What follows belongs to an exercise in optimizing a design on an open flow for small area, a short achievable clock period and few clock cycles per item; a production flow would make more cautious choices.
At most, simulation tests tie the RTL to the original design; equivalence was not proved.
No activity file was given, so power comes from the tool's default toggle rates.

==> v20: inputs <==
Design shift_add_multiplier, start of the top module:
module shift_add_multiplier
#(
    parameter int OPERAND_WIDTH = 32
)
(
    input  logic        flush,
    input  logic        clk,
    input  logic        rst,
    input  logic        start,
    input  logic [1:0]  mul_type,
    input  logic [31:0] a,
    input  logic [31:0] b,
    output logic [63:0] p,
    output logic        done,
    output logic        work
);
    logic [36:0] P_lo;
    logic [27:0] P_hi;
    logic [31:0] S;
    logic [31:0] C;
    logic [3:0] L_s, L_c;
    logic cy;
    logic [3:0] cnt;
    logic busy, last, fin, first;
    logic [1:0] e_one, e_two, e_neg;
    wire load   = start & ~busy & ~last & ~fin;
    wire nfirst = ~first;
    wire [32:0] A = {(mul_type[0] | mul_type[1]) & a[31], a};
    wire [36:0] bext = {{4{(mul_type == 2'b01) & b[31]}}, b, 1'b0};
    wire [31:0] sg = S & {32{nfirst}};
    wire [31:0] cg = C & {32{nfirst}};
    wire [33:0] pp0 = (({34{e_one[0]}} & {A[32], A}) | ({34{e_two[0]}} & {A, 1'b0})) ^ {34{e_neg[0]}};
    wire [33:0] pp1 = (({34{e_one[1]}} & {A[32], A}) | ({34{e_two[1]}} & {A, 1'b0})) ^ {34{e_neg[1]}};
    wire s1 = sg[0] ^ cg[0] ^ e_neg[0];
    wire c2 = (sg[0] & cg[0]) | (sg[0] & e_neg[0]) | (cg[0] & e_neg[0]);
    wire s3 = sg[1] ^ cg[1] ^ pp0[1];
    wire c4 = (sg[1] & cg[1]) | (sg[1] & pp0[1]) | (cg[1] & pp0[1]);
    wire s5 = sg[2] ^ cg[2] ^ e_neg[1];
    wire c6 = (sg[2] & cg[2]) | (sg[2] & e_neg[1]) | (cg[2] & e_neg[1]);
    wire s7 = pp0[2] ^ pp1[0] ^ s5;
  ...
clock: 5.5 ns
lec_check: 0
cap_margin: 20
core_margin: 2
core_utilization: 40
slew_margin: 20
run.sh (not shown) runs the stock make flow with config.mk's settings and CLKGATE_MAP_FILE= SYNTH_SCRIPT=/design/flow/synth_recipe.tcl, a recipe that flattens the netlist after the stock synthesis.
==> inputs of v6, as changes to v20 <==
--- a/flow/design.v
+++ b/flow/design.v
@@ -163,13 +163,15 @@
     wire c130 = (first & ~pp0[33]) | (first & pp1[31]) | (~pp0[33] & pp1[31]);
     wire s131 = c126 ^ s129;
     wire c132 = c126 & s129;
     wire s133 = ~(pp1[32] ^ c130);
     wire c134 = pp1[32] | c130;
-    wire [4:0] lsum = {L_s[3], L_s[2], L_s[1], L_s[0]} + {L_c[3], L_c[2], L_c[1], L_c[0]} + cy;
+    wire [5:0] lsum1 = {1'b0, {L_s[3], L_s[2], L_s[1], L_s[0]}, 1'b1} + {1'b0, {L_c[3], L_c[2], L_c[1], L_c[0]}, cy};
+    wire [4:0] lsum = lsum1[5:1];
     wire [3:0] lo = lsum[3:0];
-    wire [31:0] hsum = {{S[27], S[26], S[25], S[24], S[23], S[22], S[21], S[20], S[19], S[18], S[17], S[16], S[15], S[14], S[13], S[12], S[11], S[10], S[9], S[8], S[7], S[6], S[5], S[4], S[3], S[2], S[1], S[0]}, {L_s[3], L_s[2], L_s[1], L_s[0]}} + {{C[27], C[26], C[25], C[24], C[23], C[22], C[21], C[20], C[19], C[18], C[17], C[16], C[15], C[14], C[13], C[12], C[11], C[10], C[9], C[8], C[7], C[6], C[5], C[4], C[3], C[2], C[1], C[0]}, {L_c[3], L_c[2], L_c[1], L_c[0]}} + cy;
+    wire [32:0] hsum1 = {{S[27], S[26], S[25], S[24], S[23], S[22], S[21], S[20], S[19], S[18], S[17], S[16], S[15], S[14], S[13], S[12], S[11], S[10], S[9], S[8], S[7], S[6], S[5], S[4], S[3], S[2], S[1], S[0]}, {L_s[3], L_s[2], L_s[1], L_s[0]}, 1'b1} + {{C[27], C[26], C[25], C[24], C[23], C[22], C[21], C[20], C[19], C[18], C[17], C[16], C[15], C[14], C[13], C[12], C[11], C[10], C[9], C[8], C[7], C[6], C[5], C[4], C[3], C[2], C[1], C[0]}, {L_c[3], L_c[2], L_c[1], L_c[0]}, cy};
+    wire [31:0] hsum = hsum1[32:1];
     wire [4:0] nwin = load ? bext[4:0] : P_lo[8:4];
     always_ff @(posedge clk) begin
         work  <= start & ~rst & ~flush;
         first <= load;
         e_one[0] <= nwin[1] ^ nwin[0];
==> flow/flow/run.sh (new file) <==
#!/bin/bash
# The standard layout, with the port buffers that buffer_ports inserts made
# from the smallest buffer instead of the delay cell it picks by default, and
# clock-tree sinks clustered into larger groups.
set -euo pipefail
export BUFFER_PORTS_ARGS="-buffer_cell sky130_fd_sc_hd__buf_1"
export CTS_ARGS="-sink_clustering_enable -repair_clock_nets -sink_clustering_size 40 -sink_clustering_max_diameter 150 -buf_list sky130_fd_sc_hd__clkbuf_8"
bash standard.sh > standard_flow.log 2>&1
==> flow/standard.sh (new file) <==
#!/bin/bash
# synth_recipe.tcl (not shown) runs the flow's synth.tcl, then flattens the netlist and writes it again
# the make line also repeats each setting of config.mk as NAME=value (left out here)
make -C /OpenROAD-flow-scripts/flow DESIGN_CONFIG=/design/flow/config.mk WORK_HOME=/design/flow/orfs CLKGATE_MAP_FILE= SYNTH_SCRIPT=/design/flow/synth_recipe.tcl "${@:-finish}"
==> flow/config.mk (replaced) <==
export PLATFORM = sky130hd
export DESIGN_NAME = shift_add_multiplier
export DESIGN_NICKNAME = shift_add_multiplier
export VERILOG_FILES = /design/flow/design.v
export SDC_FILE = /design/flow/constraint.sdc
export NUM_CORES = 4
export LEC_CHECK = 0
export ABC_CLOCK_PERIOD_IN_PS = 2000
export CAP_MARGIN = 20
export CORE_MARGIN = 2
export CORE_UTILIZATION = 40
export CTS_BUF_LIST = sky130_fd_sc_hd__clkbuf_4 sky130_fd_sc_hd__clkbuf_8
export SETUP_SLACK_MARGIN = 3.3
export SLEW_MARGIN = 20
removed: flow/run.sh
==> impl_results.rst <==
.. list-table::
   :header-rows: 1

   * - Metric
     - Value
   * - Power Combinational
     - ~3.4 mW
   * - Top Metal Used
     - met4
   * - Largest incremental delay on the critical path
     - ~600 ps
   * - Capture point of the worst path
     - e_two[1]$_DFF_P_
   * - Total die area
     - about 25,000 µm²
   * - Reg-to-Reg End
     - P_hi[26]$_DFFE_PP_
   * - Clock network power share
     - 18.4%
   * - Area of the core
     - around 23,000 µm²
   * - Clock transition at the registers of the reported paths
     - about 70 ps
   * - Number of global-route vias before repair
     - between 6,000 and 7,000
   * - Buffering stage count on the worst path with inverters included
     - 2
   * - Run status
     - no timing/DRC/antenna violations
   * - Number of setup buffers added after CTS
     - 0
   * - Clock latency (worst-skew pair)
     - approximately 440 ps
   * - Total net switching power
     - around 2.7 mW
   * - Final nets
     - 1,152
the above is filed under v20

==> impl_results.rst <==
.. list-table::
   :header-rows: 1

   * - Metric
     - Value
   * - Run status
     - no timing/DRC/antenna violations
   * - Clock latency (worst-skew pair)
     - roughly 460 ps
   * - Power Combinational
     - ~4.0 mW
   * - Top Metal Used
     - met5
   * - Clock network power share
     - between 10 and 15%
   * - Number of global-route vias before repair
     - roughly 6,900
   * - Final nets
     - between 1,000 and 1,500
   * - Largest incremental delay on the critical path
     - slightly above 400 ps
   * - Area of the core
     - about 23,000 µm²
   * - Reg-to-Reg End
     - P_hi[13]$_DFFE_PP_
   * - Clock transition at the registers of the reported paths
     - 80 ps
   * - Total die area
     - about 25,000 µm²
   * - Capture point of the worst path
     - P_hi[13]$_DFFE_PP_
   * - Buffering stage count on the worst path with inverters included
     - 1
the above is filed under v6

Testbench counts of v6, summed over its fixed seeds: cycles 9,984, items 768.
No functional check of the RTL was part of v20.

==> inputs of run K <==
Another version of the RTL of shift_add_multiplier (not shown whole).
export LEC_CHECK = 0
export ABC_CLOCK_PERIOD_IN_PS = 2200
export CAP_MARGIN = 20
export CORE_MARGIN = 2
export CORE_UTILIZATION = 40
export CTS_BUF_LIST = sky130_fd_sc_hd__clkbuf_4 sky130_fd_sc_hd__clkbuf_8
export SETUP_SLACK_MARGIN = 3.0
export SLEW_MARGIN = 20
create_clock -name core_clock -period 5.5 [get_ports {clk}]
standard.sh (not shown) runs the stock make flow with config.mk's settings and CLKGATE_MAP_FILE= SYNTH_SCRIPT=/design/flow/synth_recipe.tcl, a recipe that flattens the netlist after the stock synthesis.
==> flow/flow/run.sh <==
#!/bin/bash
# The standard layout, with the port buffers that buffer_ports inserts made
# from the smallest buffer instead of the delay cell it picks by default.
set -euo pipefail
export BUFFER_PORTS_ARGS="-buffer_cell sky130_fd_sc_hd__buf_1"
bash standard.sh > standard_flow.log 2>&1
==> run P (differences from run K) <==
- ABC_CLOCK_PERIOD_IN_PS: 2200 -> 2700
- CORE_UTILIZATION: 40 -> 50
- SETUP_SLACK_MARGIN: 3.0 -> 2.8
==> results.rst <==
.. list-table::
   :header-rows: 1

   * - Metric
     - Value
   * - Highest-count cells in the layout ignoring fill and taps
     - buf_1 (116), inv_1 (110), xnor2_1 (91), dfxtp_1 (89), a22oi_1 (76)
   * - Global routing usage on met3
     - 3.95%
   * - M1 WL
     - 12600 µm
   * - Outcome
     - finished clean
   * - Final cell count without fillers
     - 1425
   * - Routed length on met3
     - 1380 µm
   * - Proportion of total power due to net switching
     - 46.2%
   * - Final worst slack
     - 2.82 ns
   * - VDD IR-drop max
     - 240 µV
   * - Slowest cell on the critical path
     - fa_1
   * - Final weighted congestion in routability-driven placement
     - 0.886
   * - Reg2reg end
     - C[8]
   * - Worst Clk Skew
     - 0.0188 ns
   * - Global Route met1 Usage
     - 36.0%
The numbers above come from run P.

==> results.rst <==
.. list-table::
   :header-rows: 1

   * - Metric
     - Value
   * - Outcome
     - finished clean
   * - Global routing usage on met3
     - 3.08%
   * - Reg2reg end
     - C[26]
   * - Final weighted congestion in routability-driven placement
     - 0.877
   * - Synth top area cells
     - fa_1 (18%), edfxtp_1 (18%), dfxtp_1 (17%), xnor2_1 (7.4%), a22oi_1 (6.5%)
   * - Final worst slack
     - 2.81 ns
   * - Sum of internal, switching and leakage power
     - 7.67 mW
   * - M1 WL
     - 12400 µm
   * - Highest layer used for signal routing
     - met4
   * - Global Route met1 Usage
     - 27.2%
   * - Fraction of synthesized area in multiplexers
     - 0.767%
   * - Highest-count cells in the layout ignoring fill and taps
     - inv_1 (105), buf_1 (105), xnor2_1 (89), dfxtp_1 (88), nand2_1 (73)
   * - Worst Clk Skew
     - 0.0209 ns
   * - Final cell count without fillers
     - 1505
   * - Total global routing overflow
     - 0
The numbers above come from run K.

Testbench counts of run K, summed over its fixed seeds: cycles 7,680, items 768.
Testbench counts of run P, summed over its fixed seeds: cycles 7,680, items 768.

==> trial 24 <==
RTL: one of the versions met above, not the one the previous note started from.
==> flow/config.mk <==
export PLATFORM = sky130hd
export DESIGN_NAME = shift_add_multiplier
export DESIGN_NICKNAME = shift_add_multiplier
export VERILOG_FILES = /design/flow/design.v
export SDC_FILE = /design/flow/constraint.sdc
export NUM_CORES = 4
export LEC_CHECK = 0
export ABC_CLOCK_PERIOD_IN_PS = 2000
export CAP_MARGIN = 20
export CORE_MARGIN = 2
export CORE_UTILIZATION = 40
export CTS_BUF_LIST = sky130_fd_sc_hd__clkbuf_4 sky130_fd_sc_hd__clkbuf_8
export CTS_CLUSTER_DIAMETER = 80
export CTS_CLUSTER_SIZE = 40
export SETUP_SLACK_MARGIN = 3.3
export SLEW_MARGIN = 20
==> flow/constraint.sdc <==
create_clock -name core_clock -period 5.5 [get_ports {clk}]
set_input_delay 1.1000 -clock core_clock [delete_from_list [all_inputs] [get_ports {clk}]]
set_output_delay 1.1000 -clock core_clock [all_outputs]
set_load 0.01 [all_outputs]
Scripts as last shown in full above: flow/flow/run.sh
==> trial 15 (differences from trial 24) <==
CORE_UTILIZATION = 55   (was 40)
CTS_CLUSTER_DIAMETER = not set   (was 80)
CTS_CLUSTER_SIZE = not set   (was 40)
==> build 63 (differences from trial 24) <==
==> flow/run.sh (new file) <==
#!/bin/bash
# synth_recipe.tcl (not shown) runs the flow's synth.tcl, then flattens the netlist and writes it again
# the make line also repeats each setting of config.mk as NAME=value (left out here)
make -C /OpenROAD-flow-scripts/flow DESIGN_CONFIG=/design/flow/config.mk WORK_HOME=/design/flow/orfs CLKGATE_MAP_FILE= SYNTH_SCRIPT=/design/flow/synth_recipe.tcl finish
ABC_CLOCK_PERIOD_IN_PS = 2200   (was 2000)
CTS_CLUSTER_DIAMETER = not set   (was 80)
CTS_CLUSTER_SIZE = not set   (was 40)
SETUP_SLACK_MARGIN = 3.0   (was 3.3)
removed: flow/flow/run.sh
removed: flow/standard.sh
==> trial 87 (differences from trial 24) <==
ABC_CLOCK_PERIOD_IN_PS = 2200   (was 2000)
CORE_UTILIZATION = 55   (was 40)
CTS_CLUSTER_DIAMETER = not set   (was 80)
CTS_CLUSTER_SIZE = not set   (was 40)
SETUP_SLACK_MARGIN = 3.0   (was 3.3)
==> notes <==
- Setup slack: build 63 < trial 87 < trial 15 < trial 24.
- In trial 87 the via count is smaller than in trial 15, by 3.1%.
- Design area: trial 87 < trial 15 < trial 24 < build 63.
- Sequential share of layout area, highest first: trial 87, trial 15, trial 24, build 63.
- In flip-flop and latch count, trial 15 and build 63 do not differ.
- Between build 63 and trial 15, the lower non-clock buffer count is in build 63 (gap 8).
- In synthesized cell count, trial 87 and trial 24 do not differ.
- In build 63 the clock power is higher than in trial 15, by about 2.5%.
- Of trial 87 and trial 15, trial 15 has the higher total power (gap about 10%, measured against trial 15).
- Critical path depth is the same in trial 87 and trial 15.
==> figures <==
metric                                                          trial 15       build 63       trial 24       trial 87
Outcome                                 no timing/DRC/antenna violations  no timing/DRC/antenna violations  no timing/DRC/antenna violations  no timing/DRC/antenna violations
Routability congestion estimate                                    0.902          0.851          0.835          0.893
Tmin final                                                       2.21 ns        2.47 ns        2.21 ns        2.47 ns
Tap cells                                                            225            319            319            225
DR WL/cell                                                       18.9 um        17.3 um        17.0 um        17.4 um
Gates resized, CTS repair                                             63             73             51              3
Period Utilization, post-route                                     0.402          0.449          0.402          0.449
M2 GR Usage                                                        0.408          0.283          0.280          0.369
Area of combinational cells with multiple inputs           0.00602 sq mm  0.00536 sq mm  0.00591 sq mm  0.00531 sq mm
Global-route wire length before repair                           37.4 mm        36.9 mm        36.7 mm        35.1 mm
Slew at the pin with the worst max-slew slack                   0.888 ns       0.780 ns       0.909 ns       0.715 ns
Comb_multi_in                                                        612            608            610            609
Area growth syn-to-layout                                          22.4%          23.3%          22.8%          11.9%
IR drop worst, VDD                                            0.000285 V     0.000188 V     0.000250 V     0.000273 V
Total internal power                                             3910 uW        3560 uW        3870 uW        3540 uW
Met3 WL                                                          1.44 mm        1.04 mm        1.54 mm        1.50 mm
Count of TritonRoute iterations in the first routing pass              5              5              6              5
Req. time, crit path                                             5.70 ns        5.85 ns        5.70 ns        5.71 ns
Clock tree buffer count of the final layout                           18             21             19             18
Summed area of non-filler cells in the final layout         0.0116 sq mm   0.0117 sq mm   0.0117 sq mm   0.0106 sq mm
Commonest non-fill, non-tap cell in the layout                     buf_1        dfxtp_1          buf_1          buf_1
Testbench counts of trial 24, summed over its fixed seeds: cycles 9,984, items 768.
Testbench counts of trial 15, summed over its fixed seeds: cycles 9,984, items 768.
Testbench counts of build 63, summed over its fixed seeds: cycles 9,984, items 768.
Testbench counts of trial 87, summed over its fixed seeds: cycles 9,984, items 768.

==> inputs of run a <==
RTL: one of the versions met above, not the one the previous note started from.
Settings: LEC_CHECK=0, ABC_CLOCK_PERIOD_IN_PS=2500, CAP_MARGIN=20, CORE_MARGIN=2, CORE_UTILIZATION=40, CTS_BUF_LIST=sky130_fd_sc_hd__clkbuf_4 sky130_fd_sc_hd__clkbuf_8, SETUP_SLACK_MARGIN=2.9, SLEW_MARGIN=20; clock period 5.5 ns.
==> flow/flow/run.sh <==
#!/bin/bash
# The standard layout, with the port buffers that buffer_ports inserts made
# from the smallest buffer instead of the delay cell it picks by default.
set -euo pipefail
export BUFFER_PORTS_ARGS="-buffer_cell sky130_fd_sc_hd__buf_1"
bash standard.sh > standard_flow.log 2>&1
==> inputs of run b, as changes to run a <==
--- a/flow/config.mk
+++ b/flow/config.mk
@@ -7,3 +7,3 @@
 export LEC_CHECK = 0
-export ABC_CLOCK_PERIOD_IN_PS = 2500
+export ABC_CLOCK_PERIOD_IN_PS = 3000
 export CAP_MARGIN = 20
@@ -12,3 +12,3 @@
 export CTS_BUF_LIST = sky130_fd_sc_hd__clkbuf_4 sky130_fd_sc_hd__clkbuf_8
-export SETUP_SLACK_MARGIN = 2.9
+export SETUP_SLACK_MARGIN = 2.5
 export SLEW_MARGIN = 20
==> inputs of run c, as changes to run a <==
--- a/flow/config.mk
+++ b/flow/config.mk
@@ -7,3 +7,3 @@
 export LEC_CHECK = 0
-export ABC_CLOCK_PERIOD_IN_PS = 2500
+export ABC_CLOCK_PERIOD_IN_PS = 2000
 export CAP_MARGIN = 20
@@ -12,3 +12,3 @@
 export CTS_BUF_LIST = sky130_fd_sc_hd__clkbuf_4 sky130_fd_sc_hd__clkbuf_8
-export SETUP_SLACK_MARGIN = 2.9
+export SETUP_SLACK_MARGIN = 3.4
 export SLEW_MARGIN = 20
==> comparison table <==
Routed met3 length: run a 1.16 mm; run b 1.45 mm; run c 1.49 mm
GR met3 Demand/Resource: run a 2.66%; run b 3.83%; run c 3.60%
Outcome: run a no timing/DRC/antenna violations; run b no timing/DRC/antenna violations; run c no timing/DRC/antenna violations
Largest net degree at the start of global routing: run a 54; run b 54; run c 39
Clock transition at the registers of the reported paths: run a 0.11 ns; run b 0.10 ns; run c 0.11 ns
Clk pwr share: run a 11.9%; run b 12.4%; run c 11.3%
Via count of the first global-routing pass: run a 8005; run b 7794; run c 8627
Highest net fanout along the worst path: run a 4; run b 7; run c 3
Post-placement cell count: run a 1452; run b 1453; run c 1451
Initial antenna violation count: run a 3; run b 1; run c 0
Register fraction of the total cell area: run a 30.8%; run b 31.7%; run c 27.2%
Comb_multi_in: run a 694; run b 695; run c 696
Total of fill cells in the finished design: run a 2526; run b 2600; run c 2326
Testbench counts of run a, summed over its fixed seeds: cycles 7,680, items 768.
Testbench counts of run b, summed over its fixed seeds: cycles 7,680, items 768.
Testbench counts of run c, summed over its fixed seeds: cycles 7,680, items 768.

what the ideal ports hide:
The flow's constraints put no driver on any port. The routed layouts listed below were extracted and timed again, unchanged, in two steps.
Step 1 (the two cells are an assumption about what drives the block):
set clk [get_ports {clk}]
set_driving_cell -lib_cell sky130_fd_sc_hd__clkbuf_16 $clk
set_driving_cell -lib_cell sky130_fd_sc_hd__buf_2 [delete_from_list [all_inputs] $clk]
Step 2 moves the port delays by t, midway between the first and last clock arrival at a register: inputs arrive t later, outputs are due t later. That takes back most of the time a late clock gives input paths.
Three values: ideal, step 1, step 2; two values: the first two.
run | t, ns | setup WS [ns] | hold slack, ns
v20 | 0.479 | 2.597 / 2.591 / 2.112 | 0.510 / 0.510 / 0.510
v6 | 0.492 | 3.291 / 3.273 / 2.820 | 0.503 / 0.503 / 0.503
run K | 0.510 | 2.811 / 2.806 / 2.296 | 0.504 / 0.504 / 0.504
run P | 0.517 | 2.816 / 2.837 / 2.320 | 0.490 / 0.490 / 0.490
trial 24 | 0.491 | 3.292 / 3.280 / 2.820 | 0.504 / 0.504 / 0.504
trial 15 | 0.504 | 3.286 / 3.279 / 2.800 | 0.538 / 0.538 / 0.538
build 63 | 0.508 | 3.028 / 3.000 / 2.547 | 0.509 / 0.509 / 0.509
trial 87 | 0.495 | 3.033 / 3.033 / 2.691 | 0.518 / 0.518 / 0.518
run a | 0.497 | 2.818 / 2.829 / 2.331 | 0.491 / 0.491 / 0.491
run b | 0.498 | 2.602 / 2.592 / 2.093 | 0.498 / 0.498 / 0.498
run c | 0.513 | 2.731 / 2.736 / 2.223 | 0.488 / 0.488 / 0.488
After both steps setup and hold are still met in every run listed. For run K, which loses most, drivers alone change the setup slack by -0.005 ns; drivers and shift together by -0.515 ns.
